Background: an optimization exercise with open tools, aiming at small area and a short achievable clock period. Do not read the settings as production practice. The RTL was checked by simulation tests, not by an equivalence proof against the original design.

v12:
## TRN_RMS
module TRN_RMS(
    input wire clk,
    input wire reset,
    input wire [19:0] data_in,
    output wire rms_tlast,
    output wire [39:0] result
);
reg [18:0] v;
reg s;
reg xb0;             
reg [6:0] cnt;       
reg tlast;
always @(posedge clk or posedge reset) begin
    if (reset) begin
        v <= 19'd0;
        s <= 1'b0;
        xb0 <= 1'b0;
        cnt <= 7'd0;
        tlast <= 1'b0;
    end else begin
        v <= data_in[18:0] ^ {19{data_in[19]}};
        s <= data_in[19];
        xb0 <= data_in[0];
        cnt <= cnt + 7'd1;
        tlast <= (cnt == 7'd127);
    end
end
  wire s191 = v[8] ^ (v[0] & v[15]);
  wire c192 = v[8] & (v[0] & v[15]);
  wire s193 = (v[0] & v[16]) ^ (v[1] & v[15]);
  wire c194 = (v[0] & v[16]) & (v[1] & v[15]);
  wire s195 = v[9] ^ (v[0] & v[17]) ^ (v[1] & v[16]);
  wire c196 = (v[9] & (v[0] & v[17])) | (v[9] & (v[1] & v[16])) | ((v[0] & v[17]) & (v[1] & v[16]));
  wire s197 = (v[2] & v[15]) ^ (v[3] & v[14]);
  wire c198 = (v[2] & v[15]) & (v[3] & v[14]);
  wire s199 = (v[0] & v[18]) ^ (v[1] & v[17]) ^ (v[2] & v[16]);
  wire c200 = ((v[0] & v[18]) & (v[1] & v[17])) | ((v[0] & v[18]) & (v[2] & v[16])) | ((v[1] & v[17]) & (v[2] & v[16]));
  wire s201 = (v[3] & v[15]) ^ (v[4] & v[14]);
  wire c202 = (v[3] & v[15]) & (v[4] & v[14]);
  wire s203 = v[10] ^ (v[1] & v[18]) ^ (v[2] & v[17]);
  wire c204 = (v[10] & (v[1] & v[18])) | (v[10] & (v[2] & v[17])) | ((v[1] & v[18]) & (v[2] & v[17]));
  wire s205 = (v[3] & v[16]) ^ (v[4] & v[15]);
  wire c206 = (v[3] & v[16]) & (v[4] & v[15]);
  wire s207 = (v[2] & v[18]) ^ (v[3] & v[17]);
  ...
For scale: ~960 cells after synthesis, roughly 63 I/O pins, roughly 11,000 µm² of cells after synthesis.
clock: 8.0 ns
lec_check: 0
cap_margin: 20
core_margin: 2
core_utilization: 40
setup_slack_margin: 5
slew_margin: 20
tns_end_percent: 100
standard.sh (not shown) runs the stock make flow with config.mk's settings and CLKGATE_MAP_FILE= SYNTH_SCRIPT=/design/flow/synth_recipe.tcl, a recipe that flattens the netlist after the stock synthesis.
==> flow/flow/run.sh <==
#!/bin/bash
# Layout flow: the standard ORFS flow (standard.sh), with two changes:
#  - after the standard synthesis, the logic between the sample registers and
#    the squarer's carry-save registers (sq_s, sq_c) is replaced by the
#    hand-mapped tree in flow/tree.txt (flow/patch.py); registers are untouched;
#  - repair aims at a tighter setup margin, may resize across cell footprints,
#    and ports get buf_2 buffers.
set -euo pipefail
MARGIN=${MARGIN:-5.3}
R=$PWD/orfs/results/sky130hd/TRN_RMS/base
python3 - "$MARGIN" <<'PY'
import re, sys
s = open("standard.sh").read()
s2 = re.sub(r'SETUP_SLACK_MARGIN=\S+', 'SETUP_SLACK_MARGIN=' + sys.argv[1], s)
s2 = s2.replace('"${@:-finish}"', 'MATCH_CELL_FOOTPRINT=0 "${@:-finish}"')
assert s2.count('MATCH_CELL_FOOTPRINT=0') == 1 and 'SETUP_SLACK_MARGIN=' + sys.argv[1] in s2
open("my_standard.sh", "w").write(s2)
PY
export BUFFER_PORTS_ARGS="-buffer_cell sky130_fd_sc_hd__buf_2"
bash my_standard.sh "$R/1_2_yosys.v" > synth.log 2>&1
cp "$R/1_2_yosys.v" "$R/1_2_yosys_standard.v"
python3 flow/patch.py "$R/1_2_yosys_standard.v" flow/tree.txt "$R/1_2_yosys.v" > patch.log 2>&1
bash my_standard.sh > layout.log 2>&1
Other scripts of this flow, unchanged in this note and not shown: flow/flow/patch.py, flow/flow/tree.txt
v12: full flow OK, the timing, DRC and antenna checks passed
For v34, these inputs were changed with respect to v12:
-- flow/flow/run.sh --
<<< v12, line 7
#    and ports get buf_2 buffers.
set -euo pipefail
MARGIN=${MARGIN:-5.3}
R=$PWD/orfs/results/sky130hd/TRN_RMS/base
python3 - "$MARGIN" <<'PY'
>>> v34, line 7
#    and ports get buf_2 buffers.
set -euo pipefail
MARGIN=${MARGIN:-5.0}
R=$PWD/orfs/results/sky130hd/TRN_RMS/base
python3 - "$MARGIN" <<'PY'
==> comparison <==
- v34 was carried through to the last stage, and its layout satisfied the timing, DRC and antenna checks.
- From v12 to v34 the numbers moved as follows: minimum period implied by the final worst setup slack lower, critical path depth higher.
- Compared to v12, v34 has detailed-routed wire length on met2 about 6% lower.

---

## v21
Another version of the RTL of TRN_RMS (not shown whole).
Size: ~11000 sq um of cells after synthesis.
clock: 8.0 ns
lec_check: 0
cap_margin: 20
core_margin: 2
core_utilization: 65
cts_buf_list: sky130_fd_sc_hd__clkbuf_8
place_density: 0.75
setup_slack_margin: 5
slew_margin: 20
tns_end_percent: 100
==> flow/flow/run.sh <==
#!/bin/bash
# Layout flow: the standard ORFS flow (standard.sh), with two changes:
#  - after the standard synthesis, the logic between the sample registers and
#    the squarer's carry-save registers (sq_s, sq_c) is replaced by the
#    hand-mapped tree in flow/tree.txt (flow/patch.py); registers are untouched;
#  - repair aims at a tighter setup margin, may resize across cell footprints,
#    and ports get buf_1 buffers.
set -euo pipefail
MARGIN=${MARGIN:-5.35}
R=$PWD/orfs/results/sky130hd/TRN_RMS/base
python3 - "$MARGIN" <<'PY'
import re, sys
s = open("standard.sh").read()
s2 = re.sub(r'SETUP_SLACK_MARGIN=\S+', 'SETUP_SLACK_MARGIN=' + sys.argv[1], s)
s2 = s2.replace('"${@:-finish}"', 'MATCH_CELL_FOOTPRINT=0 "${@:-finish}"')
assert s2.count('MATCH_CELL_FOOTPRINT=0') == 1 and 'SETUP_SLACK_MARGIN=' + sys.argv[1] in s2
open("my_standard.sh", "w").write(s2)
PY
export BUFFER_PORTS_ARGS="-buffer_cell sky130_fd_sc_hd__buf_1"
bash my_standard.sh "$R/1_2_yosys.v" > synth.log 2>&1
cp "$R/1_2_yosys.v" "$R/1_2_yosys_standard.v"
python3 flow/patch.py "$R/1_2_yosys_standard.v" flow/tree.txt "$R/1_2_yosys.v" > patch.log 2>&1
bash my_standard.sh > layout.log 2>&1
Other scripts of this flow, unchanged in this note and not shown: flow/flow/patch.py, flow/flow/tree.txt
Input-level comparison between v36 and v21:
Settings: PLACE_DENSITY: 0.75 -> 0.8; CORE_UTILIZATION: 65 -> 70.
--- a/flow/flow/run.sh
+++ b/flow/flow/run.sh
@@ -8,3 +8,3 @@
 set -euo pipefail
-MARGIN=${MARGIN:-5.35}
+MARGIN=${MARGIN:-5.15}
 R=$PWD/orfs/results/sky130hd/TRN_RMS/base
Results
- v36 closes out successfully: all stages finished, all timing, DRC and antenna checks passed.
- Relative area of non-clock buffer cells in the final design ends up higher on v21.
- v36 gives less upper clock frequency limit than v21 did.
- Summary of v36 over v21: critical path depth ~0 delta, summed area of non-filler cells in the final layout -about 6%.
For v18, these inputs were changed with respect to v36:
--- a/flow/flow/run.sh
+++ b/flow/flow/run.sh
@@ -8,3 +8,3 @@
 set -euo pipefail
-MARGIN=${MARGIN:-5.15}
+MARGIN=${MARGIN:-5.0}
 R=$PWD/orfs/results/sky130hd/TRN_RMS/base
Results
v18: no failed stages, no open violations at the end
Between v18 and v36, it is v18 whose met3 layer usage reported by global route is higher, by 0.21 points.
[compare] base=v36 new=v18: routed wire length now sits lower; total of cells resized after clock tree synthesis now sits lower.
v18 vs v36, overall global routing resource usage went down by 0.33 points.
v18 and v36 ended up with roughly the same register area.
Arrival time of data at the critical path endpoint, v18 and v36: smaller value in v36

---

TRN_RMS, a different RTL version from the one above (not shown whole).
Size in the first run: ~63 I/O pins, ~10000 sq um of cells after synthesis.
Settings: LEC_CHECK=0, CAP_MARGIN=20, CORE_MARGIN=2, CORE_UTILIZATION=40, CTS_BUF_LIST=sky130_fd_sc_hd__clkbuf_8, SETUP_SLACK_MARGIN=5, SLEW_MARGIN=20, TNS_END_PERCENT=100; clock period 8.0 ns.
==> flow/flow/run.sh <==
#!/bin/bash
# Layout flow: the standard ORFS flow (standard.sh), with two changes:
#  - after the standard synthesis, the logic between the sample registers and
#    the squarer's carry-save registers (sq_s, sq_c) is replaced by the
#    hand-mapped tree in flow/tree.txt (flow/patch.py); registers are untouched;
#  - repair aims at a tighter setup margin, may resize across cell footprints,
#    and ports get buf_2 buffers.
set -euo pipefail
MARGIN=${MARGIN:-5.0}
R=$PWD/orfs/results/sky130hd/TRN_RMS/base
python3 - "$MARGIN" <<'PY'
import re, sys
s = open("standard.sh").read()
s2 = re.sub(r'SETUP_SLACK_MARGIN=\S+', 'SETUP_SLACK_MARGIN=' + sys.argv[1], s)
s2 = s2.replace('"${@:-finish}"', 'MATCH_CELL_FOOTPRINT=0 "${@:-finish}"')
assert s2.count('MATCH_CELL_FOOTPRINT=0') == 1 and 'SETUP_SLACK_MARGIN=' + sys.argv[1] in s2
open("my_standard.sh", "w").write(s2)
PY
export BUFFER_PORTS_ARGS="-buffer_cell sky130_fd_sc_hd__buf_2"
bash my_standard.sh "$R/1_2_yosys.v" > synth.log 2>&1
cp "$R/1_2_yosys.v" "$R/1_2_yosys_standard.v"
python3 flow/patch.py "$R/1_2_yosys_standard.v" flow/tree.txt "$R/1_2_yosys.v" > patch.log 2>&1
bash my_standard.sh > layout.log 2>&1
Other scripts of this flow, unchanged in this note and not shown: flow/flow/patch.py, flow/flow/tree.txt
Then changed:
Settings changed: CTS_BUF_LIST sky130_fd_sc_hd__clkbuf_8 to default.
Result: Final area goes up slightly; core utilization goes up by 0.73 points; first-iteration DRC count goes up by a little under a tenth; setup slack improved by 0.013 ns; wire length barely changes; synthesized cell count does not change.

---

RTL: one of the versions met above, not the one the previous note started from.
Size in the first run: roughly 1200 cells after synthesis, about 63 I/O pins, about 11000 sq um of cells after synthesis.
==> flow/config.mk <==
export PLATFORM = sky130hd
export DESIGN_NAME = TRN_RMS
export DESIGN_NICKNAME = TRN_RMS
export VERILOG_FILES = /design/flow/design.v
export SDC_FILE = /design/flow/constraint.sdc
export NUM_CORES = 4
export LEC_CHECK = 0
export CAP_MARGIN = 20
export CORE_MARGIN = 2
export CORE_UTILIZATION = 70
export CTS_BUF_LIST = sky130_fd_sc_hd__clkbuf_8
export PLACE_DENSITY = 0.8
export SETUP_SLACK_MARGIN = 5
export SLEW_MARGIN = 20
export TNS_END_PERCENT = 100
==> flow/constraint.sdc <==
create_clock -name core_clock -period 8.0 [get_ports {clk}]
set_input_delay 1.6000 -clock core_clock [delete_from_list [all_inputs] [get_ports {clk}]]
set_output_delay 1.6000 -clock core_clock [all_outputs]
set_load 0.01 [all_outputs]
==> flow/flow/run.sh <==
#!/bin/bash
# Layout flow: the standard ORFS flow (standard.sh), with two changes:
#  - after the standard synthesis, the logic between the sample registers and
#    the squarer's carry-save registers (sq_s, sq_c) is replaced by the
#    hand-mapped tree in flow/tree.txt (flow/patch.py); registers are untouched;
#  - repair aims at a tighter setup margin, may resize across cell footprints,
#    and ports get buf_1 buffers.
set -euo pipefail
MARGIN=${MARGIN:-5.25}
R=$PWD/orfs/results/sky130hd/TRN_RMS/base
python3 - "$MARGIN" <<'PY'
import re, sys
s = open("standard.sh").read()
s2 = re.sub(r'SETUP_SLACK_MARGIN=\S+', 'SETUP_SLACK_MARGIN=' + sys.argv[1], s)
s2 = s2.replace('"${@:-finish}"', 'MATCH_CELL_FOOTPRINT=0 "${@:-finish}"')
assert s2.count('MATCH_CELL_FOOTPRINT=0') == 1 and 'SETUP_SLACK_MARGIN=' + sys.argv[1] in s2
open("my_standard.sh", "w").write(s2)
PY
export BUFFER_PORTS_ARGS="-buffer_cell sky130_fd_sc_hd__buf_1"
bash my_standard.sh "$R/1_2_yosys.v" > synth.log 2>&1
cp "$R/1_2_yosys.v" "$R/1_2_yosys_standard.v"
python3 flow/patch.py "$R/1_2_yosys_standard.v" flow/tree.txt "$R/1_2_yosys.v" > patch.log 2>&1
bash my_standard.sh > layout.log 2>&1
Other scripts of this flow, unchanged in this note and not shown: flow/flow/patch.py, flow/flow/tree.txt
Change:
--- a/flow/flow/run.sh
+++ b/flow/flow/run.sh
@@ -8,3 +8,3 @@
 set -euo pipefail
-MARGIN=${MARGIN:-5.25}
+MARGIN=${MARGIN:-5.35}
 R=$PWD/orfs/results/sky130hd/TRN_RMS/base
The changed run finished clean.
Routed wire length climbs by 3.8%.
Fmax climbs by 3.7%.
Setup slack gains 0.096 ns.
Final cell count climbs by 1.2%.
Count of clock-buffer cells in the layout does not change.
Area after synthesis does not change.
Change:
CORE_UTILIZATION = 75   (was 70)
PLACE_DENSITY = 0.9   (was 0.8)
Effect:
- count of clock-buffer cells in the layout falls by 3
- clock skew grows by 0.0063 ns
- critical path depth rises by 8
- fmax shrinks by a few percent
- cell count falls slightly

---

TRN_RMS, a different RTL version from the one above (not shown whole).
Size in the first run: about 1200 cells after synthesis, ~63 I/O pins, roughly 0.011 mm2 of cells after synthesis.
// TRN_RMS
module TRN_RMS(
    input wire clk,
    input wire reset,
    input wire [19:0] data_in,
    output wire rms_tlast,
    output wire [39:0] result
);
==> flow/config.mk <==
export PLATFORM = sky130hd
export DESIGN_NAME = TRN_RMS
export DESIGN_NICKNAME = TRN_RMS
export VERILOG_FILES = /design/flow/design.v
export SDC_FILE = /design/flow/constraint.sdc
export NUM_CORES = 4
export LEC_CHECK = 0
export CAP_MARGIN = 20
export CORE_MARGIN = 2
export CORE_UTILIZATION = 70
export CTS_BUF_LIST = sky130_fd_sc_hd__clkbuf_8
export PLACE_DENSITY = 0.8
export SETUP_SLACK_MARGIN = 5
export SLEW_MARGIN = 20
export TNS_END_PERCENT = 100
==> flow/constraint.sdc <==
create_clock -name core_clock -period 8.0 [get_ports {clk}]
set_input_delay 1.6000 -clock core_clock [delete_from_list [all_inputs] [get_ports {clk}]]
set_output_delay 1.6000 -clock core_clock [all_outputs]
set_load 0.01 [all_outputs]
==> flow/flow/run.sh <==
#!/bin/bash
# Layout flow: the standard ORFS flow (standard.sh), with two changes:
#  - after the standard synthesis, the logic between the sample registers and
#    the squarer's carry-save registers (sq_s, sq_c) is replaced by the
#    hand-mapped tree in flow/tree.txt (flow/patch.py); registers are untouched;
#  - repair aims at a tighter setup margin, may resize across cell footprints,
#    and ports get buf_2 buffers.
set -euo pipefail
MARGIN=${MARGIN:-5.0}
R=$PWD/orfs/results/sky130hd/TRN_RMS/base
python3 - "$MARGIN" <<'PY'
import re, sys
s = open("standard.sh").read()
s2 = re.sub(r'SETUP_SLACK_MARGIN=\S+', 'SETUP_SLACK_MARGIN=' + sys.argv[1], s)
s2 = s2.replace('"${@:-finish}"', 'MATCH_CELL_FOOTPRINT=0 "${@:-finish}"')
assert s2.count('MATCH_CELL_FOOTPRINT=0') == 1 and 'SETUP_SLACK_MARGIN=' + sys.argv[1] in s2
open("my_standard.sh", "w").write(s2)
PY
export BUFFER_PORTS_ARGS="-buffer_cell sky130_fd_sc_hd__buf_2"
bash my_standard.sh "$R/1_2_yosys.v" > synth.log 2>&1
cp "$R/1_2_yosys.v" "$R/1_2_yosys_standard.v"
python3 flow/patch.py "$R/1_2_yosys_standard.v" flow/tree.txt "$R/1_2_yosys.v" > patch.log 2>&1
bash my_standard.sh > layout.log 2>&1
Other scripts of this flow, unchanged in this note and not shown: flow/flow/patch.py, flow/flow/tree.txt
Change:
--- a/flow/flow/run.sh
+++ b/flow/flow/run.sh
@@ -8,3 +8,3 @@
 set -euo pipefail
-MARGIN=${MARGIN:-5.0}
+MARGIN=${MARGIN:-5.4}
 R=$PWD/orfs/results/sky130hd/TRN_RMS/base
=>
- synthesized area stays the same
- via count rose by about 6%
- design area goes up by 10%
- core utilization grows by 7.7 points

==> what the ideal ports hide <==
The flow's constraints put no driver on any port. The routed layouts listed below were extracted and timed again, unchanged, in two steps.
Step 1 assumes that a clkbuf_16 drives the clock port and a buf_2 every other input.
Step 2 moves the port delays by t, midway between the first and last clock arrival at a register: inputs arrive t later, outputs are due t later. That takes back most of the time a late clock gives input paths.
Slacks: ideal / step 1 / step 2; pairs: ideal / step 1.
run	t, ns	slack for setup (ns)	pins driven straight from the clock port
v12	0.472	4.916 / 4.916 / 4.916	1
v34	0.469	4.931 / 4.931 / 4.931	1
v21	0.482	5.400 / 5.374 / 5.037	1
v36	0.498	5.216 / 5.216 / 4.907	1
v18	0.496	5.166 / 5.166 / 4.914	1
the first run of note 3	0.495	5.039 / 5.039 / 4.763	1
the second run of note 3	0.476	5.051 / 5.051 / 4.763	1
the first run of note 4	0.499	5.289 / 5.285 / 4.934	1
the second run of note 4	0.500	5.385 / 5.343 / 5.060	1
the third run of note 4	0.512	5.249 / 5.269 / 4.757	1
the first run of note 5	0.487	5.122 / 5.122 / 4.902	1
the second run of note 5	0.518	5.296 / 5.296 / 5.002	1
After both steps every run listed still meets setup and hold. For the third run of note 4, which loses most, drivers alone change the setup slack by +0.020 ns; drivers and shift together by -0.492 ns.
